Source: an optimization exercise on an open RTL-to-GDS flow (aim: small area, a short achievable clock period and few clock cycles). Production flows keep margins and buffers that such runs may drop. Where RTL was checked, it was by simulation tests only, not by an equivalence proof against the original. Function not checked in runs 5 and 6: the RTL went through the layout flow alone. Power is estimated from default activity; no workload was simulated.

==> design.v <==
module cpu_pl(
    input clk,
    input rst,
    output [31:0] imem_addr,
    input [31:0] imem_rdata,
    output [31:0] dmem_addr,
    output [31:0] dmem_wdata,
    output [3:0] dmem_wstrb,
    input [31:0] dmem_rdata
);
reg [7:0] pc;
reg [7:0] ras;           
reg d_valid;
reg [31:0] d_inst;
reg [7:0] d_pc;
reg [7:0] d_alt;         
reg [31:1] d_sel1, d_sel2;   
reg d_x2i1, d_x3i1, d_x2i2, d_x3i2;   
reg e_we, e_ld, e_st, e_br, e_jalr;
reg [4:0] e_rd;
reg [9:0] e_agu;         
reg [2:0] e_mf3;         
reg [31:0] e_a, e_b;
reg [11:0] e_i;          
reg [2:0] e_f3;          
reg e_sub, e_arith, e_passb;
reg e_pred;
reg [7:0] e_alt;
reg w_we;
reg [4:0] w_rd;
reg [31:0] w_res;
reg [31:0] w_sdata;
reg [3:0] w_strb;
reg [31:0] m_addr;
reg [31:0] rf [1:31];
reg [31:1] rf_v;
wire stall;              
wire redirect;
wire [7:0] redirect_pc;
wire [31:0] alu;
wire [31:0] ld;
wire [31:0] fi = imem_rdata;
wire f_jal = fi[6:2] == 5'b11011;
wire f_br = fi[6:2] == 5'b11000;
wire f_jalr = fi[6:2] == 5'b11001;
wire [7:0] f_tgt_j = pc + fi[29:22];
wire [7:0] f_tgt_b = pc + {fi[29:25], fi[11:9]};
wire [7:0] f_inc = pc + 8'd1;
wire [7:0] f_next = f_jal ? f_tgt_j : (f_br & fi[31]) ? f_tgt_b : f_jalr ? ras : f_inc;
wire [7:0] f_alt = f_br ? (fi[31] ? f_inc : f_tgt_b) : ras;
assign imem_addr = {18'b0, 2'b11, 2'b00, pc, 2'b00};
always @(posedge clk or posedge rst) begin
    if (rst) begin
        pc <= 8'd0;
        ras <= 8'd0;
        d_valid <= 1'b0;
    end else begin
        if (redirect) pc <= redirect_pc;
        else if (!stall) pc <= f_next;
        if (!stall && (f_jal | f_jalr) && fi[11:7] == 5'd1) ras <= f_inc;
        if (redirect) d_valid <= 1'b0;
        else if (!stall) d_valid <= 1'b1;
    end
end
always @(posedge clk) begin
    if (!stall) begin
        d_inst <= fi;
        d_pc <= pc;
        d_alt <= f_alt;
    end
end
wire [4:0] n_rs1 = stall ? d_inst[19:15] : fi[19:15];
wire [4:0] n_rs2 = stall ? d_inst[24:20] : fi[24:20];
wire [31:1] n_v;
genvar gr;
generate
    for (gr = 1; gr < 32; gr = gr + 1) begin : rsel
        assign n_v[gr] = rf_v[gr] | (w_we && w_rd == gr);
        always @(posedge clk) begin
            d_sel1[gr] <= n_rs1 == gr && n_v[gr];
            d_sel2[gr] <= n_rs2 == gr && n_v[gr];
        end
    end
endgenerate
always @(posedge clk) begin
    d_x2i1 <= n_rs1 == 5'd2 && !n_v[2];
    d_x3i1 <= n_rs1 == 5'd3 && !n_v[3];
    d_x2i2 <= n_rs2 == 5'd2 && !n_v[2];
    d_x3i2 <= n_rs2 == 5'd3 && !n_v[3];
end
wire [4:0] op = d_inst[6:2];
wire [2:0] f3 = d_inst[14:12];
wire [4:0] rs1 = d_inst[19:15];
wire [4:0] rs2 = d_inst[24:20];
wire [4:0] rd = d_inst[11:7];
wire i_lui = op == 5'b01101;
wire i_auipc = op == 5'b00101;
wire i_jal = op == 5'b11011;
wire i_jalr = op == 5'b11001;
wire i_br = op == 5'b11000;
wire i_ld = op == 5'b00000;
wire i_st = op == 5'b01000;
wire i_opi = op == 5'b00100;
wire i_op = op == 5'b01100;
wire uses1 = ~(i_lui | i_auipc | i_jal);
wire uses2 = i_op | i_br | i_st;
wire writes = (i_lui | i_auipc | i_jal | i_jalr | i_ld | i_opi | i_op) && rd != 5'd0;
reg [31:0] rf1, rf2;
integer ri;
always @(*) begin
    rf1 = (d_x2i1 ? 32'h00002ffc : 32'h0) | (d_x3i1 ? 32'h00001800 : 32'h0);
    rf2 = (d_x2i2 ? 32'h00002ffc : 32'h0) | (d_x3i2 ? 32'h00001800 : 32'h0);
    for (ri = 1; ri < 32; ri = ri + 1) begin
        rf1 = rf1 | (rf[ri] & {32{d_sel1[ri]}});
        rf2 = rf2 | (rf[ri] & {32{d_sel2[ri]}});
    end
end
wire [31:0] rv1 = (w_we && w_rd == rs1) ? w_res : rf1;
wire [31:0] rv2 = (w_we && w_rd == rs2) ? w_res : rf2;
always @(posedge clk or posedge rst) begin
    if (rst) rf_v <= 31'b0;
    else if (w_we) rf_v[w_rd] <= 1'b1;
end
always @(posedge clk) begin
    if (w_we) rf[w_rd] <= w_res;
end
wire [9:0] d_agu = rv1[9:0] + d_inst[29:20];
assign stall = d_valid && (((i_ld | i_jalr) && e_we && e_rd == rs1) || (i_ld && e_st));
wire fwd1 = uses1 && e_we && e_rd == rs1;
wire fwd2 = uses2 && e_we && e_rd == rs2;
wire [8:0] d_inc = {1'b0, d_pc} + 9'd1;
wire [31:0] link = {18'b0, 2'b11, 1'b0, d_inc, 2'b00};
wire [31:0] pcfull = {18'b0, 2'b11, 2'b00, d_pc, 2'b00};
wire [31:0] imm_i = {{20{d_inst[31]}}, d_inst[31:20]};
wire [31:0] imm_u = {d_inst[31:12], 12'b0};
wire [31:0] a_id = i_auipc ? pcfull : rv1;
wire [31:0] b_id = (i_lui | i_auipc) ? imm_u : (i_jal | i_jalr) ? link : i_opi ? imm_i : rv2;
always @(posedge clk or posedge rst) begin
    if (rst) begin
        e_we <= 1'b0; e_ld <= 1'b0; e_st <= 1'b0; e_br <= 1'b0; e_jalr <= 1'b0;
    end else if (redirect || stall || !d_valid) begin
        e_we <= 1'b0; e_ld <= 1'b0; e_st <= 1'b0; e_br <= 1'b0; e_jalr <= 1'b0;
    end else begin
        e_we <= writes;
        e_ld <= i_ld;
        e_st <= i_st;
        e_br <= i_br;
        e_jalr <= i_jalr;
    end
end
wire fa_ld = fwd1 & e_ld;
wire fa_alu = fwd1 & ~e_ld;
wire fb_ld = fwd2 & e_ld;
wire fb_alu = fwd2 & ~e_ld;
always @(posedge clk) begin
    e_rd <= rd;
    e_agu <= d_agu;
    e_mf3 <= f3;
    e_a <= ({32{fa_ld}} & ld) | ({32{fa_alu}} & alu) | ({32{~fwd1}} & a_id);
    e_b <= ({32{fb_ld}} & ld) | ({32{fb_alu}} & alu) | ({32{~fwd2}} & b_id);
    e_i <= {d_inst[31:25], d_inst[11:7]};
    e_f3 <= (i_opi | i_op | i_br) ? f3 : 3'b000;
    e_sub <= i_op && f3 == 3'b000 && d_inst[30];
    e_arith <= d_inst[30];
    e_passb <= i_lui | i_jal | i_jalr;
    e_pred <= d_inst[31];
    e_alt <= d_alt;
end
wire [31:0] a = e_a;
wire [31:0] b = e_b;
wire [31:0] sum = a + (e_sub ? ~b : b) + {31'b0, e_sub};
wire c_eq = a == b;
wire c_ltu = a < b;
wire c_lt = (a[31] ^ b[31]) ? a[31] : c_ltu;
wire left = ~e_f3[2];
wire [31:0] sh_in;
wire [31:0] sh_out;
genvar gi;
generate
    for (gi = 0; gi < 32; gi = gi + 1) begin : rev
        assign sh_in[gi] = left ? a[31 - gi] : a[gi];
    end
endgenerate
wire [63:0] sh_wide = {{32{e_arith & a[31] & ~left}}, sh_in} >> b[4:0];
wire [31:0] sh_r = sh_wide[31:0];
generate
    for (gi = 0; gi < 32; gi = gi + 1) begin : rev2
        assign sh_out[gi] = left ? sh_r[31 - gi] : sh_r[gi];
    end
endgenerate
reg [31:0] alu_r;
always @(*) begin
    if (e_passb) alu_r = b;
    else case (e_f3)
        3'b000: alu_r = sum;
        3'b001: alu_r = sh_out;
        3'b010: alu_r = {31'b0, c_lt};
        3'b011: alu_r = {31'b0, c_ltu};
        3'b100: alu_r = a ^ b;
        3'b101: alu_r = sh_out;
        3'b110: alu_r = a | b;
        default: alu_r = a & b;
    endcase
end
assign alu = alu_r;
wire cond = (e_f3[2] ? (e_f3[1] ? c_ltu : c_lt) : c_eq) ^ e_f3[0];
wire br_mis = e_br && (cond != e_pred);
wire jalr_mis = e_jalr && (e_agu[9:2] != e_alt);
assign redirect = br_mis | jalr_mis;
assign redirect_pc = e_jalr ? e_agu[9:2] : e_alt;
wire [7:0] ld_b0 = e_agu[1] ? (e_agu[0] ? dmem_rdata[31:24] : dmem_rdata[23:16])
                            : (e_agu[0] ? dmem_rdata[15:8] : dmem_rdata[7:0]);
wire [7:0] ld_b1 = e_agu[1] ? dmem_rdata[31:24] : dmem_rdata[15:8];
wire ld_word = e_mf3[1];
wire ld_half = e_mf3[0];
wire ld_sign = ~e_mf3[2] & (ld_half ? ld_b1[7] : ld_b0[7]);
assign ld[7:0] = ld_b0;
assign ld[15:8] = ld_word ? dmem_rdata[15:8] : ld_half ? ld_b1 : {8{ld_sign}};
assign ld[31:16] = ld_word ? dmem_rdata[31:16] : {16{ld_sign}};
wire [31:0] ex_res = e_ld ? ld : alu;
wire [31:0] st_addr = a + {{20{e_i[11]}}, e_i};
wire [31:0] sdata = e_mf3[1] ? b : e_mf3[0] ? {2{b[15:0]}} : {4{b[7:0]}};
wire [3:0] strb = e_mf3[1] ? 4'b1111 : e_mf3[0] ? (st_addr[1] ? 4'b1100 : 4'b0011) : (4'b0001 << st_addr[1:0]);
always @(posedge clk or posedge rst) begin
    if (rst) begin
        w_we <= 1'b0;
        w_strb <= 4'b0;
    end else begin
        w_we <= e_we;
        w_strb <= e_st ? strb : 4'b0;
    end
end
always @(posedge clk) begin
    w_rd <= e_rd;
    w_res <= ex_res;
    w_sdata <= sdata;
    m_addr[31:10] <= st_addr[31:10];
    m_addr[1:0] <= st_addr[1:0];
    m_addr[9:2] <= e_st ? st_addr[9:2] : d_agu[9:2];
end
assign dmem_addr = m_addr;
assign dmem_wdata = w_sdata;
assign dmem_wstrb = w_strb;
endmodule
==> flow/run.sh <==
#!/bin/bash
# Layout flow: the standard flow (standard.sh), with the port buffers made
# of a fast buffer cell and timing repair aimed below the clock period.
set -euo pipefail
bash standard.sh synth > flow_synth.log 2>&1
bash standard.sh \
    "BUFFER_PORTS_ARGS=-buffer_cell sky130_fd_sc_hd__buf_2" \
    "SETUP_SLACK_MARGIN=7" \
    finish > flow_layout.log 2>&1
==> standard.sh <==
#!/bin/bash
# synth_recipe.tcl (not shown) runs the flow's synth.tcl, then flattens the netlist and writes it again
# the make line also repeats each setting of config.mk as NAME=value (left out here)
make -C /OpenROAD-flow-scripts/flow DESIGN_CONFIG=/design/flow/config.mk WORK_HOME=/design/flow/orfs CLKGATE_MAP_FILE= SYNTH_SCRIPT=/design/flow/synth_recipe.tcl "${@:-finish}"
==> config.mk <==
export PLATFORM = sky130hd
export DESIGN_NAME = cpu_pl
export DESIGN_NICKNAME = cpu_pl
export VERILOG_FILES = /design/flow/design.v
export SDC_FILE = /design/flow/constraint.sdc
export NUM_CORES = 8
export LEC_CHECK = 0
export CAP_MARGIN = 20
export CORE_MARGIN = 2
export CORE_UTILIZATION = 40
export CTS_BUF_LIST = sky130_fd_sc_hd__clkbuf_4 sky130_fd_sc_hd__clkbuf_8
export GPL_TIMING_DRIVEN = 1
export PLACE_DENSITY = 0.5
export SLEW_MARGIN = 20
==> constraint.sdc <==
create_clock -name core_clock -period 10.5 [get_ports {clk}]
set_input_delay 2.1000 -clock core_clock [delete_from_list [all_inputs] [get_ports {clk}]]
set_output_delay 2.1000 -clock core_clock [all_outputs]
set_load 0.01 [all_outputs]
==> flow_summary.toml, run 1 <==
[placed_design]
io_buffers = 139
hpwl_mm = 198
gp_routability_congestion = 1.04

[run]
drv_cap = 0

[sta]
fmaxAchievable_mhz = 269
finalHoldViolCount = 0
rsz0062_at_grt = "yes"
relSlewSlack = 0.180
finalClockSkew_ns = 0.0633
tightest_slew_ns = 1.23
slew_viol_final = 0
finalCritPeriodShare = 0.355
final.setup.tns_ns = 0
min_period_ns = 3.72
setup_violations = 0
worst_hold_slack_ns = 0.339

[grt]
grt_use_total = 0.395
grt_pass1_wl_mm = 454
overflow = 0
antenna_found_initial = 18
grt_start_max_net_pins = 72
grt_pass1_vias = 54400

[synthesis]
ys.flop_type = "edfxtp_1"
synthCells = 5350
seq_area_frac_synth = 0.583
syn_area_mm2 = 0.0652
async_reset_ff_frac = 0.0425
yosysTopAreaCell = "edfxtp_1"
netlist_top_cells_area = "edfxtp_1 (48%), dfxtp_1 (8.3%), a221oi_1 (4.3%)"
synth-edff-count = 1038
synth_top_area_share = 0.478
synth_warnings = 1
ys_seq_elements = 1365
yosysUniqueCellTypes = 86
avgSynthCellArea_um2 = 12.2

[setup_path]
cp_cell_sequence = "buf_12 -> buf_16 -> a22o_1 -> a221oi_2 -> nand4_1 -> nor3_4 -> a21oi_4 -> ha_4 -> inv_2 -> fa_2 -> inv_2 -> a21oi_2 -> o21bai_1 -> a21o_1 -> a21o_1 -> a21o_1 -> a21oi_2 -> xnor2_1 -> nor2_1 -> a21oi_1"
crit_type = "reg -> reg"
r2r-start = "d_sel1[2]"
crit_required_ns = 11.42
worst-endpoint-arrival_ns = 4.64
cp_common_cell = "a21o_1"
critPathMaxStageDelay_ns = 0.49
regToRegEndpoint = "m_addr[8]"
r2r_slack_ns = 6.78
reg2reg_depth = 20
startpoint_type = "register"
path_max_fanout = 3
cpMaxStageDelayCell = "nor3_4"
critPathLaunch = "d_sel1[2]"
cp-end-kind = "register"

[routing]
wl_met3_mm = 54.6
drtPass1Iterations = 13
vias_per_cell = 7.20
ant_nets = 0
top_layer_used = "met5"
routed_wl_mm = 343
dr_wl_met2_mm = 136
wl_met1_mm = 127
drc = 0
routed-via-count = 58500
wire_per_inst_um = 42.3
drtIter0Drc = 12000

[status]
outcome = "timing/DRC/antenna clean"

[clocking]
cts_num_sinks = 1365
cts-root-buf = "clkbuf_8"
ctsHoldBuffers = 0
clk_pin_slew_ns = 0.07
clock_latency_ns = 1.02
htree_levels = 4
cts_tree = "built"
cts_max_path_buffers = 3
cts_made_buffers = 228

[pwr]
clockPowerShare = 0.349
p_comb_frac = 0.193
p_switching_uw = 4690
pwr-share-seq = 0.458
power_density_mw_per_mm2 = 193
peakVddDrop_mv = 0.141
p_sw_frac = 0.311
p_leak_uw = 0.0282
power.internal_uw = 10400

[floorplanning]
initial_core_util = 0.402
die_x_um = 408
fp-row-count = 148
die_height_um = 408
io_pins = 166
dieArea_mm2 = 0.166
core_mm2 = 0.162

[final_layout]
drive_gt1_frac = 0.241
syn_to_final_growth_pct = 20.2
layout.nets = 6006

[worst_hold_path]
min_path_type = "reg -> reg"
worstHoldStart = "d_alt[2]"
holdPathStages = 0
min_to = "e_alt[2]"
kinds of logic (layout without fill, tap and decap cells):
kind of cell / after synthesis / after routing / synth area share
flip-flops: 1365 / 1365 / 0.583
XOR/XNOR: 147 / 147 / 0.0198
multiplexers: 159 / 159 / 0.0350
AO/OA/AOI/OAI: 1840 / 1840 / 0.207
adder cells (fa/ha/maj): 196 / 196 / 0.0382
other: 2 / 27 / 0.000115
buffers and inverters: 532 / 1103 / 0.0332
AND/OR/NAND/NOR: 1109 / 1109 / 0.0831
worst max-delay path, delay by kind of cell, from the launching register on:
| family | cells | cell delay [ns] |
|---|---|---|
| adders and majority gates | 2 | 0.40 |
| and+or+nand+nor | 3 | 0.75 |
| buffers and inverters | 4 | 0.37 |
| AOI/OAI and AO/OA | 10 | 1.54 |
| xor gates and xnor gates | 1 | 0.16 |
| DFF | 1 | 0.36 |
flip-flops by register name (all words and copies together), names as in the netlist, 4 cells and up:
signal	flops
e_b	32
e_agu	10
ras	8
w_sdata	32
pc	8
w_res	32
d_inst	30
d_alt	8
d_pc	8
e_i	12
rf_v	31
rf	992
w_strb	4
e_alt	8
d_sel2	31
w_rd	5
e_a	32
m_addr	32
d_sel1	31
cell type report:
type                       count  area [um^2]
tap                         2175         2720
clock buffer                 318         4030
fill                       14600        83900
antenna                        3         7.51
timing repair buffer         528         5090
inverter                     146          572
clock inverter               111         1000
sequential                  1365        38300
multi-input combinational   3475        26600
synthesized netlist by cell type (27+ instances only):
master    instances
clkbuf_1        287
o21bai_1         51
o21ai_0         185
a222oi_1         41
buf_1            54
nand2_1         251
nand3_1          94
a31oi_1          45
nor2_1          280
o211ai_1         30
xor2_1           87
nor4_1           34
nor3_1          135
mux2_2           38
edfxtp_1       1038
xnor2_1          60
buf_4            27
dfrtp_1          58
a22oi_1         326
a21oi_1         291
mux4_2           51
a221oi_1        317
nand4_1         139
ha_1            191
inv_1           142
mux2i_1          68
o22ai_1          53
dfxtp_1         269
a22o_1          309
a21o_1           50
and3_1           54
power groups by stage:
| stage | registers [uW] | clock network (uW) | logic (uW) |
|---|---|---|---|
| after floorplan | 6900 | 0 | 1320 |
| after global placement | 7000 | 0 | 2380 |
| after detailed placement | 7000 | 0 | 2380 |
| after CTS | 6870 | 5280 | 2660 |
| after global routing | 6930 | 5520 | 3040 |
| final | 6910 | 5270 | 2920 |
per-stage QoR:
stage,total power (uW),setup slack (ns),util,cells,area (um^2)
floorplan,8220,6.62,-,5372,65400
global placement,9370,5.51,0.426,7503,69000
detailed placement,9380,5.50,0.426,7503,69000
CTS,14800,6.74,0.473,8033,76700
global route,15500,6.69,0.483,8119,78300
finish,15100,6.78,0.483,8121,78300
cell usage in the layout (no fill, tap or decap), types with 91 or more instances in the layout:
cell type and n:
a21oi_1 258, a221oi_1 307, a22o_1 309, a22oi_1 323, buf_4 307, clkbuf_8 262, dfxtp_1 107, dfxtp_2 129
edfxtp_1 1038, ha_1 181, inv_1 130, nand2_1 243, nand3_1 91, nand4_1 139, nor2_1 243, nor3_1 126
o21ai_0 156
how the worst max path moves through the flow:
stage,end,cells after the start
2_1_floorplan,e_b[31],9
3_3_place_gp,m_addr[9],16
3_5_place_dp,m_addr[9],16
4_1_cts,imem_addr[2],1
5_1_grt,m_addr[9],16
6_report,m_addr[8],20
repair_timing:
action / CTS / global route
setup endpoints to repair: 307 / 234
gates cloned: 12 / 8
pin swaps: 46 / 73
endpoints found under the hold margin: 0 / 0
buffers inserted: 89 / 77
resized for setup: 384 / 188
metal layers:
layer / track usage / up-vias
met1: 0.527 / 29000
li1: - / 22300
met3: 0.156 / 1450
met5: 0.00345 / -
met2: 0.540 / 5778
met4: 0.230 / 22
Testbench counts, summed over its fixed seeds: cycles 446,765.
==> run 2: changes to the inputs <==
--- a/design.v
+++ b/design.v
@@ -20,2 +20,3 @@
 reg [4:0] e_rd;
+reg [4:0] e_rs1;         
 reg [9:0] e_agu;         
@@ -127,3 +128,4 @@
 wire [9:0] d_agu = rv1[9:0] + d_inst[29:20];
-assign stall = d_valid && (((i_ld | i_jalr) && e_we && e_rd == rs1) || (i_ld && e_st));
+wire ld_fwd = i_ld && f3 == 3'b010 && e_st && e_mf3 == 3'b010 && rs1 == e_rs1 && d_inst[31:20] == e_i;
+assign stall = d_valid && (((i_ld | i_jalr) && e_we && e_rd == rs1) || (i_ld && e_st && !ld_fwd));
 wire fwd1 = uses1 && e_we && e_rd == rs1;
@@ -136,3 +138,3 @@
 wire [31:0] a_id = i_auipc ? pcfull : rv1;
-wire [31:0] b_id = (i_lui | i_auipc) ? imm_u : (i_jal | i_jalr) ? link : i_opi ? imm_i : rv2;
+wire [31:0] b_id = ld_fwd ? e_b : (i_lui | i_auipc) ? imm_u : (i_jal | i_jalr) ? link : i_opi ? imm_i : rv2;
 always @(posedge clk or posedge rst) begin
@@ -144,3 +146,3 @@
         e_we <= writes;
-        e_ld <= i_ld;
+        e_ld <= i_ld && !ld_fwd;
         e_st <= i_st;
@@ -156,2 +158,3 @@
     e_rd <= rd;
+    e_rs1 <= rs1;
     e_agu <= d_agu;
@@ -164,3 +167,3 @@
     e_arith <= d_inst[30];
-    e_passb <= i_lui | i_jal | i_jalr;
+    e_passb <= i_lui | i_jal | i_jalr | ld_fwd;
     e_pred <= d_inst[31];
--- a/flow/run.sh
+++ b/flow/run.sh
@@ -6,3 +6,3 @@
 bash standard.sh \
-    "BUFFER_PORTS_ARGS=-buffer_cell sky130_fd_sc_hd__buf_2" \
+    "BUFFER_PORTS_ARGS=-buffer_cell sky130_fd_sc_hd__buf_4" \
     "SETUP_SLACK_MARGIN=7" \
--- a/config.mk
+++ b/config.mk
@@ -10,3 +10,4 @@
 export CORE_UTILIZATION = 40
-export CTS_BUF_LIST = sky130_fd_sc_hd__clkbuf_4 sky130_fd_sc_hd__clkbuf_8
+export CTS_CLUSTER_DIAMETER = 130
+export CTS_CLUSTER_SIZE = 26
 export GPL_TIMING_DRIVEN = 1
==> run 2 against run 1 <==
Effect of this change: clock skew grew 0.0062 ns; sequential power barely moved; critical path type unchanged; via count grew 1.3%; maximum frequency grew 1.4%; sequential cell count is 5 higher; final cell count decreased by 1.6%; critical path depth is 4 lower; non-clock buffer count up 16; design area shrank 2.0%; still clean; largest power group unchanged; clock-buffer cell count down 212.
==> flow_summary.toml, run 2 <==
[synthesis]
synth-edff-count = 1038
yosysTopAreaCell = "edfxtp_1"
async_reset_ff_frac = 0.0423
ys.flop_type = "edfxtp_1"
yosysMostFrequentCell = "edfxtp_1"
yosysUniqueCellTypes = 99
synth_top_area_share = 0.468
yosys-top-cells-count = "edfxtp_1 (1038), a221oi_1 (330), a22o_1 (326)"
netlist_top_cells_area = "edfxtp_1 (47%), dfxtp_1 (8.2%), a221oi_1 (4.3%)"
seq_area_frac_synth = 0.572
ys_seq_elements = 1370
avgSynthCellArea_um2 = 12.1
synth_warnings = 1
syn_area_mm2 = 0.0666
synthCells = 5520

[setup_path]
reg2reg_depth = 16
crit_type = "reg -> reg"
worst-endpoint-arrival_ns = 4.33
regToRegEndpoint = "m_addr[8]"
r2r_slack_ns = 6.83
crit_required_ns = 11.16
startpoint_type = "register"
path_max_fanout = 14
cp-end-kind = "register"
r2r-start = "d_sel1[5]"
critPathLaunch = "d_sel1[5]"
crit_path_end = "m_addr[8]"

[routing]
wire_per_inst_um = 44.8
drtIter0Drc = 12600
drc = 0
vias_per_cell = 7.42
routed_wl_mm = 358
drtPass1Iterations = 9
ant_nets = 0
routed-via-count = 59300

[final_layout]
largest_reg_flops = 992
final_cell_mix = "edfxtp_1 (1038), buf_4 (435), a22o_1 (324), a221oi_1 (315), a22oi_1 (298)"
layout.nets = 6004
fill_cells = 15000
syn_to_final_growth_pct = 15.3
final_common_cell = "edfxtp_1"
drive_gt1_frac = 0.189
top_register = "rf"

[grt]
antenna_found_initial = 19
grt_start_max_net_pins = 61
grt_pass1_wl_mm = 469
grt_pass1_vias = 53400
overflow = 0
grt_use_total = 0.404

[clocking]
clk_pin_slew_ns = 0.11
ctsHoldBuffers = 0
cts_tree = "built"
cts_num_sinks = 1370
cts_made_buffers = 59
clock_latency_ns = 0.79
cts-root-buf = "clkbuf_16"
htree_levels = 2
cts_max_path_buffers = 3

[sta]
slew_viol_final = 0
fin_ws_ns = 6.83
final.setup.tns_ns = 0
relSlewSlack = 0.150
tightest_slew_ns = 1.27
setup_violations = 0
finalHoldViolCount = 0
min_period_ns = 3.67
finalCritPeriodShare = 0.349
rsz0062_at_grt = "yes"
finalClockSkew_ns = 0.0696
fmaxAchievable_mhz = 273

[pwr]
peakVddDrop_mv = 0.138
power.internal_uw = 8690
p_switching_uw = 4300
p_leak_uw = 0.0269
clockPowerShare = 0.226
pwr-share-seq = 0.532
p_sw_frac = 0.331
p_comb_frac = 0.242
power_density_mw_per_mm2 = 169

[worst_hold_path]
min_path_type = "reg -> reg"

[floorplanning]
core_mm2 = 0.165
die_x_um = 412
io_pins = 166
fp-row-count = 149
die_height_um = 412
dieArea_mm2 = 0.170
initial_core_util = 0.403

[status]
outcome = "timing/DRC/antenna clean"

[placed_design]
place_ws_ns = 5.84
io_buffers = 139
hpwl_mm = 206
gp_routability_congestion = 1.00

[run]
drv_cap = 0
[run 2: cell count changes in the layout (fill, tap and decap cells not counted), sizes merged, moves of 25 or more]
cell / change
nand2: +28
a211oi: +40
a22oi: -25
clkinv: -78
xnor2: +26
clkbuf: -209
[run 2: worst max-delay path, cell delays in order, from the launching register on]
cell	delay [ns]
dfxtp_2	0.33
buf_4	0.25
a221oi_2	0.33
nand4_1	0.22
nor3_4	0.41
a21oi_2	0.14
ha_2	0.21
fa_2	0.40
a21o_1	0.18
a21oi_2	0.18
o21bai_1	0.10
a21oi_2	0.15
o21bai_1	0.09
a21oi_2	0.19
xnor2_2	0.15
nand2_2	0.10
o21ai_2	0.10
[run 2: layer usage]
layer  vias to the layer above  track usage  share of wire
li1                      22600            -              -
met1                     29600        0.552           0.37
met2                      5717        0.572           0.41
met3                      1354        0.114           0.14
met4                        14        0.233          0.074
met5                         -            0        0.00029
[run 2: timing repair]
item / CTS / global route
gates cloned: 11 / 10
pin swaps: 37 / 71
gates resized for setup: 279 / 213
buffers inserted: 70 / 92
setup endpoints to repair: 268 / 188
[run 2: layout make-up]
type                            count  area, um^2  area share
Sequential cell                  1370       38300       0.498
Multi-Input combinational cell   3614       28000       0.364
Timing Repair Buffer              544        5410      0.0704
Tap cell                         2189        2740      0.0357
Clock buffer                      106        1680      0.0219
Inverter                          153         593     0.00772
Clock inverter                      5        87.6     0.00114
Antenna cell                       10        25.0    0.000326
[run 2: through the flow]
step / utilization / instances / hold slack (ns) / instance area (um^2) / power [uW]
3_3_place_gp: 0.429 / 7687 / 0.326 / 70900 / 9670
3_5_place_dp: 0.429 / 7687 / 0.327 / 70900 / 9670
5_1_grt: 0.465 / 7981 / 0.358 / 76800 / 13300
2_1_floorplan: - / 5542 / 0.323 / 66800 / 8330
4_1_cts: 0.453 / 7879 / 0.348 / 74800 / 12700
6_report: 0.465 / 7991 / 0.347 / 76800 / 13000
[run 2: worst min path at each step]
| stage | start | endpoint | slack [ns] | cells past startpoint |
|---|---|---|---|---|
| 3_5_place_dp | d_alt[4] | e_alt[4] | 0.33 | 0 |
| 4_1_cts | d_alt[4] | e_alt[4] | 0.35 | 0 |
| 2_1_floorplan | d_alt[0] | e_alt[0] | 0.32 | 0 |
| 3_3_place_gp | d_alt[7] | e_alt[7] | 0.33 | 0 |
| 5_1_grt | d_alt[3] | e_alt[3] | 0.36 | 0 |
| 6_report | d_alt[4] | e_alt[4] | 0.35 | 0 |
[run 2: cell families (layout without fill, tap and decap cells)]
family	Yosys count	in the layout	synth area share
compound gates	1894	1894	0.212
flops	1370	1370	0.572
simple gates	1192	1192	0.0869
buf+inv	558	808	0.0345
fa+ha+maj	196	196	0.0374
mux	155	155	0.0368
xor+xnor	153	153	0.0201
other cells	2	34	0.000113
[run 2: power by group through the flow]
stage	Sequential [uW]	Combinational, uW	Clock, uW
2_1_floorplan	6940	1390	0
3_3_place_gp	7050	2620	0
3_5_place_dp	7060	2620	0
4_1_cts	6890	2860	2920
5_1_grt	6940	3260	3090
6_report	6920	3150	2930
Testbench counts of run 2, summed over its fixed seeds: cycles 440,911.
==> run 3: changes to the inputs <==
--- a/config.mk
+++ b/config.mk
@@ -9,3 +9,3 @@
 export CORE_MARGIN = 2
-export CORE_UTILIZATION = 40
+export CORE_UTILIZATION = 50
 export CTS_CLUSTER_DIAMETER = 130
@@ -13,3 +13,3 @@
 export GPL_TIMING_DRIVEN = 1
-export PLACE_DENSITY = 0.5
+export PLACE_DENSITY = 0.58
 export SLEW_MARGIN = 20
==> run 3 against run 2 <==
Effect of this change: setup slack worse by 0.026 ns; first-iteration DRC count is 10% higher; core utilization is 11 points higher; clock-buffer cell count stayed put; design area is 2.0% lower; largest power group unchanged; combinational power is 6% lower; via count is 0.17% higher; clock power hardly changed; critical path depth is 1 higher.
==> flow_summary.toml, run 3 <==
[status]
outcome = "timing/DRC/antenna clean"

[floorplanning]
fp-row-count = 133
core_mm2 = 0.132
initial_core_util = 0.505
die_x_um = 369
dieArea_mm2 = 0.136
io_pins = 166
die_height_um = 369

[sta]
finalClockSkew_ns = 0.0986
tightest_slew_ns = 1.25
final.setup.tns_ns = 0
relSlewSlack = 0.163
finalCritPeriodShare = 0.352
slew_viol_final = 0
finalHoldViolCount = 0
rsz0062_at_grt = "yes"
fmaxAchievable_mhz = 271
min_period_ns = 3.70
fin_ws_ns = 6.80
setup_violations = 0

[setup_path]
crit_required_ns = 11.20
crit_family = "compound AO/OA/AOI/OAI gates"
path_max_fanout = 7
cpMaxStageDelayCell = "dfxtp_4"
cp_common_cell = "a21oi_2"
cp-end-kind = "register"
worst-path-buf-inv = 2
crit_type = "reg -> reg"
critPathMaxStageDelay_ns = 0.43
startpoint_type = "register"
cp_cell_sequence = "buf_4 -> a22o_1 -> a221oi_1 -> nand4_1 -> nor3_2 -> buf_6 -> a21oi_1 -> ha_1 -> a21o_1 -> a21oi_2 -> o21bai_1 -> a21oi_2 -> o21bai_1 -> a21oi_2 -> xnor2_2 -> nand2_1 -> o21ai_1"
worst-endpoint-arrival_ns = 4.39

[clocking]
cts_tree = "built"
cts-root-buf = "clkbuf_16"
htree_levels = 2
clock_latency_ns = 0.80
cts_made_buffers = 60
clk_pin_slew_ns = 0.11
ctsHoldBuffers = 0
cts_max_path_buffers = 3
cts_num_sinks = 1370

[synthesis]
yosysTopAreaCell = "edfxtp_1"
synth_top_area_share = 0.468
ys.flop_type = "edfxtp_1"
synth_xor_area_frac = 0.0201
netlist_top_cells_area = "edfxtp_1 (47%), dfxtp_1 (8.2%), a221oi_1 (4.3%)"
synth_compound_area_frac = 0.212
yosysUniqueCellTypes = 99
async_reset_ff_frac = 0.0423
synth_warnings = 1
synth-edff-count = 1038
yosysMostFrequentCell = "edfxtp_1"
yosys-top-cells-count = "edfxtp_1 (1038), a221oi_1 (330), a22o_1 (326)"
synth_mux_area_frac = 0.0368
synthAdderAreaFrac = 0.0374
syn_area_mm2 = 0.0666
avgSynthCellArea_um2 = 12.1
synth_top_family_by_area = "compound AO/OA/AOI/OAI gates"
yosys.area_share.simple = 0.0869
ys_seq_elements = 1370
synthCells = 5520
seq_area_frac_synth = 0.572

[final_layout]
final_common_cell = "edfxtp_1"
layout.nets = 5946
drive_gt1_frac = 0.178
final_cell_mix = "edfxtp_1 (1038), buf_4 (415), a22o_1 (324), a221oi_1 (322), a22oi_1 (299)"
largest_reg_flops = 992
instances_no_fill = 7502
multiInputGateArea_mm2 = 0.0279
top_register = "rf"
regArea_mm2 = 0.0383
fill_cells = 11100
syn_to_final_growth_pct = 13.0

[run]
drv_cap = 0

[routing]
drtIter0Drc = 13900
wire_per_inst_um = 44.3
drtPass1Iterations = 13
vias_per_cell = 7.91
ant_nets = 0
drc = 0
routed-via-count = 59400
routed_wl_mm = 332

[grt]
grt_pass1_wl_mm = 441
antenna_found_initial = 18
grt_use_total = 0.469
grt_pass1_vias = 53600
grt_start_max_net_pins = 63
overflow = 0

[placed_design]
gp_routability_congestion = 1.04
io_buffers = 139
hpwl_mm = 193
place_ws_ns = 5.66
dp_cells = 7223

[pwr]
pwr-share-seq = 0.541
p_comb_frac = 0.230
power.internal_uw = 8640
p_switching_uw = 4210
peakVddDrop_mv = 0.177
p_leak_uw = 0.0264
p_sw_frac = 0.328
power_density_mw_per_mm2 = 171
clockPowerShare = 0.229

[worst_hold_path]
min_path_type = "reg -> reg"
==> run 3: logic make-up after synthesis <==
group	count (synthesis)
AOI/OAI and AO/OA	1894
xor gates and xnor gates	153
adders and majority gates	196
buffers and inverters	558
DFF	1370
muxes	155
other	2
and+or+nand+nor	1192
==> run 3: area by class of cell <==
class	instances	share of cell area
sequential	1370	0.509
multi-input combinational	3614	0.371
timing repair buffer	485	0.0584
tap	1755	0.0292
clock buffer	106	0.0222
inverter	153	0.00793
clock inverter	7	0.00191
antenna	12	0.000399
==> run 3: per-stage QoR <==
stage | area [um^2] | hold WS (ns) | total power [uW] | utilization
floorplan | 66800 | 0.323 | 8330 | -
global placement | 70100 | 0.325 | 9530 | 0.532
detailed placement | 70100 | 0.327 | 9550 | 0.532
CTS | 73300 | 0.353 | 12500 | 0.556
global route | 75200 | 0.362 | 13100 | 0.571
finish | 75300 | 0.350 | 12800 | 0.571
==> run 3: timing repair <==
| item | 4_1_cts | 5_1_grt |
|---|---|---|
| pin swaps | 23 | 82 |
| setup buffers | 45 | 97 |
| gates resized for setup | 220 | 215 |
| cloned | 5 | 4 |
| setup endpoints to repair | 273 | 139 |
==> run 3: worst paths after layout <==
path	to	slack, ns	from	depth (start not counted)
worst min-delay path	e_alt[4]	0.35	d_alt[4]	0
max in group asynchronous	pc[1]	8.29	rst	3
worst min register to register	e_alt[4]	0.35	d_alt[4]	0
worst max register to register	m_addr[8]	6.80	d_sel1[3]	17
min in group asynchronous	ras[7]	1.59	rst	3
worst max-delay path	m_addr[8]	6.80	d_sel1[3]	17
==> run 3: power groups by stage <==
stage                     clock network [uW]  logic [uW]  registers (uW)
after floorplan                            0        1390            6940
after global placement                     0        2460            7080
final                                   2940        2960            6950
after detailed placement                   0        2470            7080
after CTS                               2910        2660            6920
after global routing                    3090        3060            6960
==> run 3: metal layers <==
| layer | wire [um] | GRT usage |
|---|---|---|
| met4 | 23900 | 0.254 |
| met3 | 59500 | 0.197 |
| met1 | 117000 | 0.631 |
| met2 | 131000 | 0.637 |
| met5 | 403 | 0.00285 |
==> run 3: worst reg2reg max path: cells and delay by family, from the launching register on <==
family	cells	cell delay (ns)
fa+ha+maj	1	0.37
buf+inv	2	0.45
flops	1	0.43
simple gates	3	0.52
compound gates	10	1.67
xor+xnor	1	0.17
==> run 4: changes to the inputs <==
--- a/config.mk
+++ b/config.mk
@@ -7,5 +7,5 @@
 export LEC_CHECK = 0
-export CAP_MARGIN = 20
+export CAP_MARGIN = 10
 export CORE_MARGIN = 2
-export CORE_UTILIZATION = 50
+export CORE_UTILIZATION = 40
 export CTS_CLUSTER_DIAMETER = 130
@@ -13,3 +13,3 @@
 export GPL_TIMING_DRIVEN = 1
-export PLACE_DENSITY = 0.58
-export SLEW_MARGIN = 20
+export PLACE_DENSITY = 0.5
+export SLEW_MARGIN = 10
==> run 4 against run 3 <==
Effect of this change: first-iteration DRC count fell by 9.7%; sequential share of layout area fell by 1.1 points; maximum frequency rose by 1.3%; clock power barely moved; sequential cell count did not move; via count fell by 0.28%; power rose by 1.2%; critical path depth fell by 1; hold slack got worse by 0.0052 ns; largest cell class unchanged; largest power group unchanged; highest routed layer unchanged.
==> flow_summary.toml, run 4 <==
[status]
outcome = "timing/DRC/antenna clean"

[grt]
grt_pass1_wl_mm = 469
grt_use_total = 0.404
grt_pass1_vias = 53400
grt_start_max_net_pins = 61
overflow = 0
antenna_found_initial = 19

[final_layout]
largest_reg_flops = 992
fill_cells = 15000
final_cell_mix = "edfxtp_1 (1038), buf_4 (435), a22o_1 (324), a221oi_1 (315), a22oi_1 (298)"
syn_to_final_growth_pct = 15.3
final_area_mm2 = 0.0768
layout.nets = 6004
fin_util = 0.465
drive_gt1_frac = 0.187
final_common_cell = "edfxtp_1"
top_register = "rf"

[synthesis]
synth-edff-count = 1038
synth_warnings = 1
async_reset_ff_frac = 0.0423
ys_seq_elements = 1370
ys.flop_type = "edfxtp_1"
yosys-top-cells-count = "edfxtp_1 (1038), a221oi_1 (330), a22o_1 (326)"
avgSynthCellArea_um2 = 12.1
yosysTopAreaCell = "edfxtp_1"
synthCells = 5520
seq_area_frac_synth = 0.572
yosysUniqueCellTypes = 99
yosysMostFrequentCell = "edfxtp_1"
netlist_top_cells_area = "edfxtp_1 (47%), dfxtp_1 (8.2%), a221oi_1 (4.3%)"
syn_area_mm2 = 0.0666
synth_top_area_share = 0.468

[setup_path]
crit_required_ns = 11.16
cp_common_cell = "a21oi_2"
critPathMaxStageDelay_ns = 0.40
path_max_fanout = 14
worst-endpoint-arrival_ns = 4.31
startpoint_type = "register"
crit_type = "reg -> reg"
cp-end-kind = "register"
cpMaxStageDelayCell = "nor3_4"
cp_cell_sequence = "buf_4 -> a221oi_2 -> nand4_1 -> nor3_4 -> a21oi_2 -> ha_2 -> fa_2 -> a21o_1 -> a21oi_2 -> o21bai_1 -> a21oi_2 -> o21bai_1 -> a21oi_2 -> xnor2_2 -> nand2_2 -> o21ai_2"

[sta]
rsz0062_at_grt = "yes"
fmaxAchievable_mhz = 274
finalCritPeriodShare = 0.347
tightest_slew_ns = 1.27
finalHoldViolCount = 0
final.setup.tns_ns = 0
relSlewSlack = 0.153
slew_viol_final = 0
setup_violations = 0
finalClockSkew_ns = 0.0711
min_period_ns = 3.65

[pwr]
pwr-share-seq = 0.532
p_comb_frac = 0.242
p_switching_uw = 4310
clockPowerShare = 0.226
power_density_mw_per_mm2 = 169
power.internal_uw = 8690
p_leak_uw = 0.0269
p_total_uw = 13000
p_sw_frac = 0.331
peakVddDrop_mv = 0.138

[routing]
wire_per_inst_um = 44.8
routed_wl_mm = 358
vias_per_cell = 7.42
drc = 0
drtIter0Drc = 12500
routed-via-count = 59200
drtPass1Iterations = 10
ant_nets = 0

[floorplanning]
fp-row-count = 149
initial_core_util = 0.403
die_x_um = 412
die_height_um = 412
dieArea_mm2 = 0.170
io_pins = 166
core_mm2 = 0.165

[run]
drv_cap = 0

[placed_design]
dpl_cell_area_mm2 = 0.0709
io_buffers = 139
hpwl_mm = 206
gp_routability_congestion = 1.00

[clocking]
htree_levels = 2
cts_max_path_buffers = 3
cts_made_buffers = 59
cts_tree = "built"
cts-root-buf = "clkbuf_16"
clk_pin_slew_ns = 0.11
clock_latency_ns = 0.79
cts_num_sinks = 1370

[worst_hold_path]
min_path_type = "reg -> reg"
[run 4: cell counts after synthesis]
No cell type changed its count.
[run 4: metal layers]
| layer | track usage | vias to the layer above | routed length (um) |
|---|---|---|---|
| li1 | - | 22600 | - |
| met3 | 0.114 | 1338 | 51600 |
| met1 | 0.552 | 29500 | 133000 |
| met4 | 0.233 | 18 | 26600 |
| met5 | 0 | - | 130 |
| met2 | 0.572 | 5817 | 147000 |
[run 4: area by class of cell]
class,count,area [um^2],share of cell area
clock buffers,106,1680,0.0219
multi-input cells,3614,28000,0.364
clock inverters,5,87.6,0.00114
inverters,153,593,0.00773
well taps,2189,2740,0.0357
flip-flops and latches,1370,38300,0.499
repair buffers,544,5410,0.0704
diodes,4,10.0,0.000130
[run 4: critical path: cells and delay by family, from the launching register on]
family                   cells  cell delay [ns]
AO/OA/AOI/OAI                9             1.43
XOR/XNOR                     1             0.15
adder cells (fa/ha/maj)      2             0.61
buffers and inverters        1             0.26
flip-flops                   1             0.34
AND/OR/NAND/NOR              3             0.71
[run 4: worst paths after layout]
check / startpoint / cells after the start / to / slack, ns
min in group asynchronous: rst / 3 / ras[3] / 1.57
hold / removal: d_alt[4] / 0 / e_alt[4] / 0.35
hold reg to reg: d_alt[4] / 0 / e_alt[4] / 0.35
setup reg to reg: d_sel1[5] / 16 / m_addr[8] / 6.85
setup / recovery: d_sel1[5] / 16 / m_addr[8] / 6.85
max in group asynchronous: rst / 3 / pc[2] / 8.29
[run 4: cells by family (layout without fill, tap and decap cells)]
family                   after synthesis  in the layout  synth area share
AO/OA/AOI/OAI                       1894           1894             0.212
XOR/XNOR                             153            153            0.0201
AND/OR/NAND/NOR                     1192           1192            0.0869
buffers and inverters                558            808            0.0345
multiplexers                         155            155            0.0368
adder cells (fa/ha/maj)              196            196            0.0374
other                                  2             28          0.000113
flip-flops                          1370           1370             0.572
[run 4: power by group through the flow]
stage	Combinational, uW	Sequential [uW]	Clock (uW)
2_1_floorplan	1390	6940	0
3_3_place_gp	2620	7050	0
3_5_place_dp	2620	7060	0
4_1_cts	2860	6890	2920
5_1_grt	3260	6940	3090
6_report	3150	6920	2930
[run 4: through the flow]
| stage | instances | setup WS (ns) | hold slack, ns |
|---|---|---|---|
| floorplan | 5542 | 6.65 | 0.323 |
| finish | 7985 | 6.85 | 0.345 |
| CTS | 7879 | 6.85 | 0.348 |
| detailed placement | 7687 | 5.84 | 0.327 |
| global route | 7981 | 6.77 | 0.358 |
| global placement | 7687 | 5.90 | 0.326 |
[run 4: repair_timing]
action,in CTS,in global routing
cloned,11,10
pin swaps,37,71
hold endpoints to repair,0,0
setup buffers,70,92
gates resized for setup,279,212
hold buffers,0,0
setup endpoints to repair,268,187
==> run 5: changes to the inputs <==
--- a/design.v
+++ b/design.v
@@ -16,4 +16,5 @@
 reg [7:0] d_alt;         
-reg [31:1] d_sel1, d_sel2;   
-reg d_x2i1, d_x3i1, d_x2i2, d_x3i2;   
+reg [31:0] d_rv1;        
+reg [31:1] d_sel2;       
+reg d_x2i2, d_x3i2;      
 reg e_we, e_ld, e_st, e_br, e_jalr;
@@ -72,3 +73,2 @@
 end
-wire [4:0] n_rs1 = stall ? d_inst[19:15] : fi[19:15];
 wire [4:0] n_rs2 = stall ? d_inst[24:20] : fi[24:20];
@@ -80,3 +80,2 @@
         always @(posedge clk) begin
-            d_sel1[gr] <= n_rs1 == gr && n_v[gr];
             d_sel2[gr] <= n_rs2 == gr && n_v[gr];
@@ -86,4 +85,2 @@
 always @(posedge clk) begin
-    d_x2i1 <= n_rs1 == 5'd2 && !n_v[2];
-    d_x3i1 <= n_rs1 == 5'd3 && !n_v[3];
     d_x2i2 <= n_rs2 == 5'd2 && !n_v[2];
@@ -108,9 +105,11 @@
 wire writes = (i_lui | i_auipc | i_jal | i_jalr | i_ld | i_opi | i_op) && rd != 5'd0;
-reg [31:0] rf1, rf2;
+wire [4:0] f_rs1 = imem_rdata[19:15];
+reg [31:0] f_rf1, rf2;
 integer ri;
 always @(*) begin
-    rf1 = (d_x2i1 ? 32'h00002ffc : 32'h0) | (d_x3i1 ? 32'h00001800 : 32'h0);
+    f_rf1 = ((f_rs1 == 5'd2 && !rf_v[2]) ? 32'h00002ffc : 32'h0)
+          | ((f_rs1 == 5'd3 && !rf_v[3]) ? 32'h00001800 : 32'h0);
     rf2 = (d_x2i2 ? 32'h00002ffc : 32'h0) | (d_x3i2 ? 32'h00001800 : 32'h0);
     for (ri = 1; ri < 32; ri = ri + 1) begin
-        rf1 = rf1 | (rf[ri] & {32{d_sel1[ri]}});
+        f_rf1 = f_rf1 | (rf[ri] & {32{f_rs1 == ri && rf_v[ri]}});
         rf2 = rf2 | (rf[ri] & {32{d_sel2[ri]}});
@@ -118,3 +117,7 @@
 end
-wire [31:0] rv1 = (w_we && w_rd == rs1) ? w_res : rf1;
+wire [31:0] f_rv1 = (w_we && w_rd == f_rs1) ? w_res : f_rf1;
+wire [31:0] rv1 = (w_we && w_rd == rs1) ? w_res : d_rv1;
+always @(posedge clk) begin
+    d_rv1 <= stall ? rv1 : f_rv1;
+end
 wire [31:0] rv2 = (w_we && w_rd == rs2) ? w_res : rf2;
--- a/config.mk
+++ b/config.mk
@@ -7,3 +7,3 @@
 export LEC_CHECK = 0
-export CAP_MARGIN = 10
+export CAP_MARGIN = 20
 export CORE_MARGIN = 2
@@ -14,2 +14,2 @@
 export PLACE_DENSITY = 0.5
-export SLEW_MARGIN = 10
+export SLEW_MARGIN = 20
==> run 5 against run 4 <==
Effect of this change: via count about the same; wire length up 0.25%; design area up 3.8%; sequential share of layout area down 1.8 points; clock skew up 0.039 ns.
==> flow_summary.toml, run 5 <==
[setup_path]
crit_type = "in -> reg"
worst-endpoint-arrival_ns = 4.27
startpoint_type = "primary input"
cp-end-kind = "register"
path_max_fanout = 18
crit_required_ns = 11.12

[pwr]
p_leak_uw = 0.0284
power.internal_uw = 8670
peakVddDrop_mv = 0.199
power_density_mw_per_mm2 = 161
clockPowerShare = 0.229
p_switching_uw = 4170
p_sw_frac = 0.325
pwr-share-seq = 0.532
p_comb_frac = 0.239

[sta]
relSlewSlack = 0.181
fmaxAchievable_mhz = 274
min_period_ns = 3.66
tightest_slew_ns = 1.23
rsz0062_at_grt = "yes"
finalCritPeriodShare = 0.348
finalHoldViolCount = 0
setup_violations = 0
finalClockSkew_ns = 0.110
final.setup.tns_ns = 0
slew_viol_final = 0

[clocking]
cts-root-buf = "clkbuf_16"
cts_made_buffers = 59
cts_num_sinks = 1369
htree_levels = 2
cts_tree = "built"
cts_max_path_buffers = 3
clock_latency_ns = 0.82
clk_pin_slew_ns = 0.11

[floorplanning]
io_pins = 166
initial_core_util = 0.402
die_height_um = 413
core_mm2 = 0.167
dieArea_mm2 = 0.171
die_x_um = 413
fp-row-count = 150

[final_layout]
top_register = "rf"
drive_gt1_frac = 0.239
fin_util = 0.477
final_cell_mix = "edfxtp_1 (1038), buf_4 (514), a22oi_1 (299), a22o_1 (298), nand2_1 (235)"
final_area_mm2 = 0.0797
final_common_cell = "edfxtp_1"
layout.nets = 6085
largest_reg_flops = 992
syn_to_final_growth_pct = 18.8

[synthesis]
synth_compound_area_frac = 0.205
yosysUniqueCellTypes = 93
ys_seq_elements = 1369
ys.flop_type = "edfxtp_1"
async_reset_ff_frac = 0.0424
syn_area_mm2 = 0.0671
synthAdderAreaFrac = 0.0369
netlist_top_cells_area = "edfxtp_1 (46%), dfxtp_1 (8.2%), a221oi_1 (4.1%)"
synth_top_family_by_area = "compound AO/OA/AOI/OAI gates"
avgSynthCellArea_um2 = 12.1
yosysTopAreaCell = "edfxtp_1"
seq_area_frac_synth = 0.568
synth_mux_area_frac = 0.0446
yosys-top-cells-count = "edfxtp_1 (1038), clkbuf_1 (325), a221oi_1 (314)"
synth_xor_area_frac = 0.0213
yosys.area_share.simple = 0.0889
synthCells = 5519
synth_warnings = 1
synth_top_area_share = 0.465
synth-edff-count = 1038
yosysMostFrequentCell = "edfxtp_1"

[run]
drv_cap = 0

[placed_design]
gp_routability_congestion = 0.979
dpl_cell_area_mm2 = 0.0718
hpwl_mm = 206
io_buffers = 139

[grt]
antenna_found_initial = 15
grt_use_total = 0.403
grt_pass1_wl_mm = 472
grt_start_max_net_pins = 59
overflow = 0
grt_pass1_vias = 53900

[worst_hold_path]
min_path_type = "reg -> reg"

[routing]
wire_per_inst_um = 44.3
vias_per_cell = 7.31
drc = 0
drtPass1Iterations = 12
routed_wl_mm = 359
ant_nets = 0
drtIter0Drc = 11800
routed-via-count = 59200

[status]
outcome = "timing/DRC/antenna clean"
[run 5: critical path: stages]
cell and delay, ns:
buf_6 0.13, and3_4 0.20, and3_4 0.20, buf_6 0.22, a22o_1 0.26, a221oi_2 0.22
nand4_1 0.20, a211oi_2 0.42, nand2_1 0.13, o221a_2 0.14
[run 5: final timing paths]
kind | from | to | slack [ns] | cells past startpoint
min in group asynchronous | rst | rf_v[1] | 1.59 | 3
hold reg to reg | d_alt[2] | e_alt[2] | 0.35 | 0
setup / recovery | imem_rdata[17] | d_rv1[13] | 6.84 | 10
hold / removal | d_alt[2] | e_alt[2] | 0.35 | 0
max in group asynchronous | rst | e_ld | 8.33 | 3
setup reg to reg | w_rd[2] | m_addr[8] | 6.92 | 18
[run 5: cells by family (layout without fill, tap and decap cells)]
kind of cell	after synthesis	in the layout
AOI/OAI and AO/OA	1815	1815
DFF	1369	1369
and+or+nand+nor	1189	1189
buffers and inverters	572	905
muxes	214	214
adders and majority gates	195	195
xor gates and xnor gates	163	163
other	2	42
[run 5: what timing repair did]
action                     4_1_cts  5_1_grt
resized for setup              402      216
buffers inserted               178      105
hold buffers                     0        0
setup endpoints to repair      281      184
pin swaps                       99      122
cloned                          15        5
[run 5: final cells by class]
type,count,area (um^2)
Clock buffer,106,1670
Fill cell,14900,87200
Timing Repair Buffer,657,6690
Inverter,137,529
Sequential cell,1369,38200
Multi-Input combinational cell,3600,29600
Tap cell,2204,2760
Antenna cell,18,45.0
Clock inverter,5,113
[run 5: power groups by stage]
stage / Combinational (uW) / Sequential, uW / Clock, uW
6_report: 3070 / 6830 / 2940
5_1_grt: 3200 / 6850 / 3100
4_1_cts: 2830 / 6820 / 2940
3_5_place_dp: 2540 / 6980 / 0
3_3_place_gp: 2530 / 6980 / 0
2_1_floorplan: 1370 / 6910 / 0
[run 5: per-layer routing]
metal  track usage  up-vias  share of wire
met5       0.00961        -         0.0013
li1              -    22800              -
met1         0.504    29400           0.35
met4         0.272       18          0.089
met2         0.591     5470           0.42
met3         0.134     1569           0.14
[run 5: stage by stage]
step	hold slack, ns	total power (uW)	instances	setup WS (ns)
2_1_floorplan	0.323	8270	5541	6.60
3_5_place_dp	0.330	9520	7663	5.19
4_1_cts	0.351	12600	7967	6.94
6_report	0.350	12800	8096	6.84
5_1_grt	0.359	13200	8089	6.77
3_3_place_gp	0.325	9510	7662	5.16
==> run 6: changes to the inputs <==
--- a/design.v
+++ b/design.v
@@ -16,5 +16,3 @@
 reg [7:0] d_alt;         
-reg [31:0] d_rv1;        
-reg [31:1] d_sel2;       
-reg d_x2i2, d_x3i2;      
+reg [31:1] d_sel1, d_sel2;   
 reg e_we, e_ld, e_st, e_br, e_jalr;
@@ -36,4 +34,3 @@
 reg [31:0] m_addr;
-reg [31:0] rf [1:31];
-reg [31:1] rf_v;
+wire [31:0] rf [1:31];
 wire stall;              
@@ -73,4 +70,4 @@
 end
+wire [4:0] n_rs1 = stall ? d_inst[19:15] : fi[19:15];
 wire [4:0] n_rs2 = stall ? d_inst[24:20] : fi[24:20];
-wire [31:1] n_v;
 genvar gr;
@@ -78,5 +75,5 @@
     for (gr = 1; gr < 32; gr = gr + 1) begin : rsel
-        assign n_v[gr] = rf_v[gr] | (w_we && w_rd == gr);
         always @(posedge clk) begin
-            d_sel2[gr] <= n_rs2 == gr && n_v[gr];
+            d_sel1[gr] <= n_rs1 == gr;
+            d_sel2[gr] <= n_rs2 == gr;
         end
@@ -84,6 +81,2 @@
 endgenerate
-always @(posedge clk) begin
-    d_x2i2 <= n_rs2 == 5'd2 && !n_v[2];
-    d_x3i2 <= n_rs2 == 5'd3 && !n_v[3];
-end
 wire [4:0] op = d_inst[6:2];
@@ -105,11 +98,9 @@
 wire writes = (i_lui | i_auipc | i_jal | i_jalr | i_ld | i_opi | i_op) && rd != 5'd0;
-wire [4:0] f_rs1 = imem_rdata[19:15];
-reg [31:0] f_rf1, rf2;
+reg [31:0] rf1, rf2;
 integer ri;
 always @(*) begin
-    f_rf1 = ((f_rs1 == 5'd2 && !rf_v[2]) ? 32'h00002ffc : 32'h0)
-          | ((f_rs1 == 5'd3 && !rf_v[3]) ? 32'h00001800 : 32'h0);
-    rf2 = (d_x2i2 ? 32'h00002ffc : 32'h0) | (d_x3i2 ? 32'h00001800 : 32'h0);
+    rf1 = 32'h0;
+    rf2 = 32'h0;
     for (ri = 1; ri < 32; ri = ri + 1) begin
-        f_rf1 = f_rf1 | (rf[ri] & {32{f_rs1 == ri && rf_v[ri]}});
+        rf1 = rf1 | (rf[ri] & {32{d_sel1[ri]}});
         rf2 = rf2 | (rf[ri] & {32{d_sel2[ri]}});
@@ -117,15 +108,18 @@
 end
-wire [31:0] f_rv1 = (w_we && w_rd == f_rs1) ? w_res : f_rf1;
-wire [31:0] rv1 = (w_we && w_rd == rs1) ? w_res : d_rv1;
-always @(posedge clk) begin
-    d_rv1 <= stall ? rv1 : f_rv1;
-end
+wire [31:0] rv1 = (w_we && w_rd == rs1) ? w_res : rf1;
 wire [31:0] rv2 = (w_we && w_rd == rs2) ? w_res : rf2;
-always @(posedge clk or posedge rst) begin
-    if (rst) rf_v <= 31'b0;
-    else if (w_we) rf_v[w_rd] <= 1'b1;
-end
-always @(posedge clk) begin
-    if (w_we) rf[w_rd] <= w_res;
-end
+wire [31:0] rf_wd = rst ? 32'h0 : w_res;
+generate
+    for (gr = 1; gr < 32; gr = gr + 1) begin : rfile
+        reg [31:0] q;
+        always @(posedge clk) begin
+            if (rst || (w_we && w_rd == gr)) begin
+                if (gr == 2) q <= rst ? 32'h00002ffc : w_res;
+                else if (gr == 3) q <= rst ? 32'h00001800 : w_res;
+                else q <= rf_wd;
+            end
+        end
+        assign rf[gr] = q;
+    end
+endgenerate
 wire [9:0] d_agu = rv1[9:0] + d_inst[29:20];
--- a/config.mk
+++ b/config.mk
@@ -7,3 +7,3 @@
 export LEC_CHECK = 0
-export CAP_MARGIN = 20
+export CAP_MARGIN = 10
 export CORE_MARGIN = 2
@@ -14,2 +14,2 @@
 export PLACE_DENSITY = 0.5
-export SLEW_MARGIN = 20
+export SLEW_MARGIN = 10
==> run 6 against run 5 <==
Effect of this change: still clean on timing, DRC and antenna; combinational power grew 76%; synthesized cell count fell by 4.7%; power grew 27%; setup slack worse by 0.16 ns; final cell count decreased by 5.5%; clock-buffer cell count down 2; sequential share of layout area up 2.1 points.
==> flow_summary.toml, run 6 <==
[status]
outcome = "timing/DRC/antenna clean"

[floorplanning]
initial_core_util = 0.403
die_x_um = 406
io_pins = 166
core_mm2 = 0.161
die_height_um = 406
dieArea_mm2 = 0.165
fp-row-count = 147

[routing]
vias_per_cell = 7.31
drtIter0Drc = 11700
ant_nets = 0
drc = 0
drtPass1Iterations = 11
routed_wl_mm = 338
routed-via-count = 56000
wire_per_inst_um = 44.2

[synthesis]
yosys.area_share.simple = 0.0806
syn_area_mm2 = 0.0648
synth-edff-count = 1038
synthAdderAreaFrac = 0.0359
synth_top_family_by_area = "compound AO/OA/AOI/OAI gates"
synthCells = 5259
avgSynthCellArea_um2 = 12.3
synth_compound_area_frac = 0.209
seq_area_frac_synth = 0.575
yosysTopAreaCell = "edfxtp_1"
synth_warnings = 1
synth_mux_area_frac = 0.0448
synth_top_area_share = 0.481
async_reset_ff_frac = 0.0202
yosysMostFrequentCell = "edfxtp_1"
yosysUniqueCellTypes = 85
yosys-top-cells-count = "edfxtp_1 (1038), a221oi_1 (363), a22o_1 (357)"
netlist_top_cells_area = "edfxtp_1 (48%), dfxtp_1 (8.3%), a221oi_1 (4.9%)"
ys.flop_type = "edfxtp_1"
synth_xor_area_frac = 0.0206
ys_seq_elements = 1335

[clocking]
clock_latency_ns = 0.80
cts_tree = "built"
cts_num_sinks = 1335
clk_pin_slew_ns = 0.12
cts-root-buf = "clkbuf_16"
htree_levels = 2
cts_max_path_buffers = 3
cts_made_buffers = 59

[grt]
grt_start_max_net_pins = 56
antenna_found_initial = 21
grt_pass1_wl_mm = 445
grt_pass1_vias = 51600
overflow = 0
grt_use_total = 0.394

[setup_path]
crit_required_ns = 10.88
startpoint_type = "register"
cp_cell_sequence = "nand2b_1 -> nor2_2 -> a21o_4 -> buf_4"
reg2reg_depth = 4
path_max_fanout = 17
worst-endpoint-arrival_ns = 4.20
regToRegEndpoint = "rfile[11].q[10]"
r2r_slack_ns = 6.68
cp-end-kind = "register"
cpMaxStageDelayCell = "dfrtp_1"
crit_type = "reg -> reg"
critPathMaxStageDelay_ns = 0.97
r2r-start = "w_we"

[final_layout]
layout.nets = 5684
top_register = "rfile.q"
final_common_cell = "edfxtp_1"
syn_to_final_growth_pct = 15.5
largest_reg_flops = 992
fill_cells = 14500
drive_gt1_frac = 0.207
fin_util = 0.465
final_area_mm2 = 0.0748
final_cell_mix = "edfxtp_1 (1038), buf_4 (391), a22o_1 (356), a221oi_1 (354), nor2_1 (254)"

[pwr]
power_density_mw_per_mm2 = 218
peakVddDrop_mv = 0.163
p_leak_uw = 0.0270

[sta]
relSlewSlack = 0.0789
rsz0062_at_grt = "yes"
setup_violations = 0
worst_hold_slack_ns = 0.353
finalCritPeriodShare = 0.364
finalClockSkew_ns = 0.0687
min_period_ns = 3.82
final.setup.tns_ns = 0
finalHoldViolCount = 0
tightest_slew_ns = 1.38
fmaxAchievable_mhz = 262
slew_viol_final = 0
fin_ws_ns = 6.68

[worst_hold_path]
holdPathStages = 0
min_path_type = "reg -> reg"
worstHoldStart = "d_alt[6]"
min_to = "e_alt[6]"

[placed_design]
gp_routability_congestion = 1.02
dpl_cell_area_mm2 = 0.0690
io_buffers = 139
hpwl_mm = 192
place_ws_ns = 5.41

[run]
drv_cap = 0
==> run 6: changes by cell type in the layout (fill, tap and decap cells not counted), moves of 35 or more <==
cell,delta
a221oi_1,+148
a221oi_2,-98
a22o_1,+58
a22oi_1,-101
and3_1,+36
buf_12,-35
buf_4,-123
nand3_1,-77
==> run 6: what timing repair did <==
item,4_1_cts,5_1_grt
setup endpoints to repair,760,393
gates resized for setup,295,192
hold buffers,0,0
setup buffers,104,71
cloned,13,4
pin swaps,58,95
==> run 6: power breakdown <==
| group | internal, uW | switching (uW) | total (uW) |
|---|---|---|---|
| logic | 2090 | 3300 | 5400 |
| registers | 7050 | 956 | 8000 |
| clock network | 1100 | 1820 | 2920 |
| total | 10200 | 6080 | 16300 |
==> run 6: worst max path at each step <==
stage                            endpoint  slack [ns]  cells past startpoint      start
after floorplan            rfile[29].q[0]        6.56                      3        rst
after CTS                       m_addr[8]        6.85                     17  d_sel1[9]
final                     rfile[11].q[10]        6.68                      4       w_we
after global routing            m_addr[9]        6.67                     17  d_sel1[9]
after detailed placement   rfile[1].q[21]        5.41                      4        rst
after global placement     rfile[1].q[21]        5.46                      4        rst
==> run 6: through the flow <==
stage	cells	total power [uW]
final	7652	16300
after global routing	7646	16800
after CTS	7571	15700
after detailed placement	7342	12500
after global placement	7342	12500
after floorplan	5281	10400
==> run 6: final cells by class <==
cell class / count / area (um^2) / share of cell area
Timing Repair Buffer: 487 / 4630 / 0.0618
Clock inverter: 8 / 149 / 0.00199
Clock buffer: 104 / 1650 / 0.0220
Tap cell: 2160 / 2700 / 0.0361
Inverter: 138 / 537 / 0.00718
Sequential cell: 1335 / 37500 / 0.501
Timing Repair inverter: 1 / 5.00 / 0.0000669
Antenna cell: 6 / 15.0 / 0.000201
Multi-Input combinational cell: 3413 / 27600 / 0.370
==> run 6: worst max-delay path: cells and delay by family, from the launching register on <==
family | cells | cell delay [ns]
compound gates | 1 | 0.62
simple gates | 2 | 1.19
flops | 1 | 0.97
buf+inv | 1 | 0.59
==> run 6: per-layer routing <==
layer | global-route usage | up-vias | share of wire
met5 | 0 | - | 0.00058
met4 | 0.265 | 22 | 0.087
met3 | 0.132 | 1522 | 0.14
met2 | 0.588 | 5150 | 0.42
met1 | 0.485 | 27800 | 0.35
li1 | - | 21500 | -
==> run 6: logic make-up after synthesis <==
| kind of cell | Yosys count |
|---|---|
| AO/OA/AOI/OAI | 1801 |
| XOR/XNOR | 152 |
| adder cells (fa/ha/maj) | 183 |
| buffers and inverters | 537 |
| flip-flops | 1335 |
| multiplexers | 196 |
| other | 2 |
| AND/OR/NAND/NOR | 1053 |

[port drivers added, routing unchanged]
The flow's constraints put no driver on any port. The routed layouts listed below were extracted and timed again, unchanged, in two steps.
Step 1: set_driving_cell puts a clkbuf_16 on clk and a buf_2 on each other input, an assumption about the parent block.
Step 2, shift: input delay + t, output delay - t, t = (earliest + latest rising clock arrival at the registers) / 2. This alone moves slack from input paths to output paths.
Slacks: ideal / step 1 / step 2; pairs: ideal / step 1.
| run | shift t [ns] | setup WS [ns] | worst slew at a driven data input, ns |
|---|---|---|---|
| run 1 | 1.067 | 6.777 / 6.762 / 5.944 | 0.08 |
| run 2 | 0.840 | 6.830 / 6.830 / 6.163 | 0.12 |
| run 3 | 0.828 | 6.805 / 6.805 / 6.311 | 0.06 |
| run 4 | 0.838 | 6.854 / 6.854 / 6.167 | 0.12 |
| run 5 | 0.837 | 6.844 / 6.898 / 6.061 | 0.06 |
| run 6 | 0.844 | 6.682 / 6.682 / 6.051 | 0.30 |
After both steps every run listed still meets setup and hold. The setup slack of run 1, which loses most, moves by -0.015 ns with the drivers and by -0.833 ns with both steps.
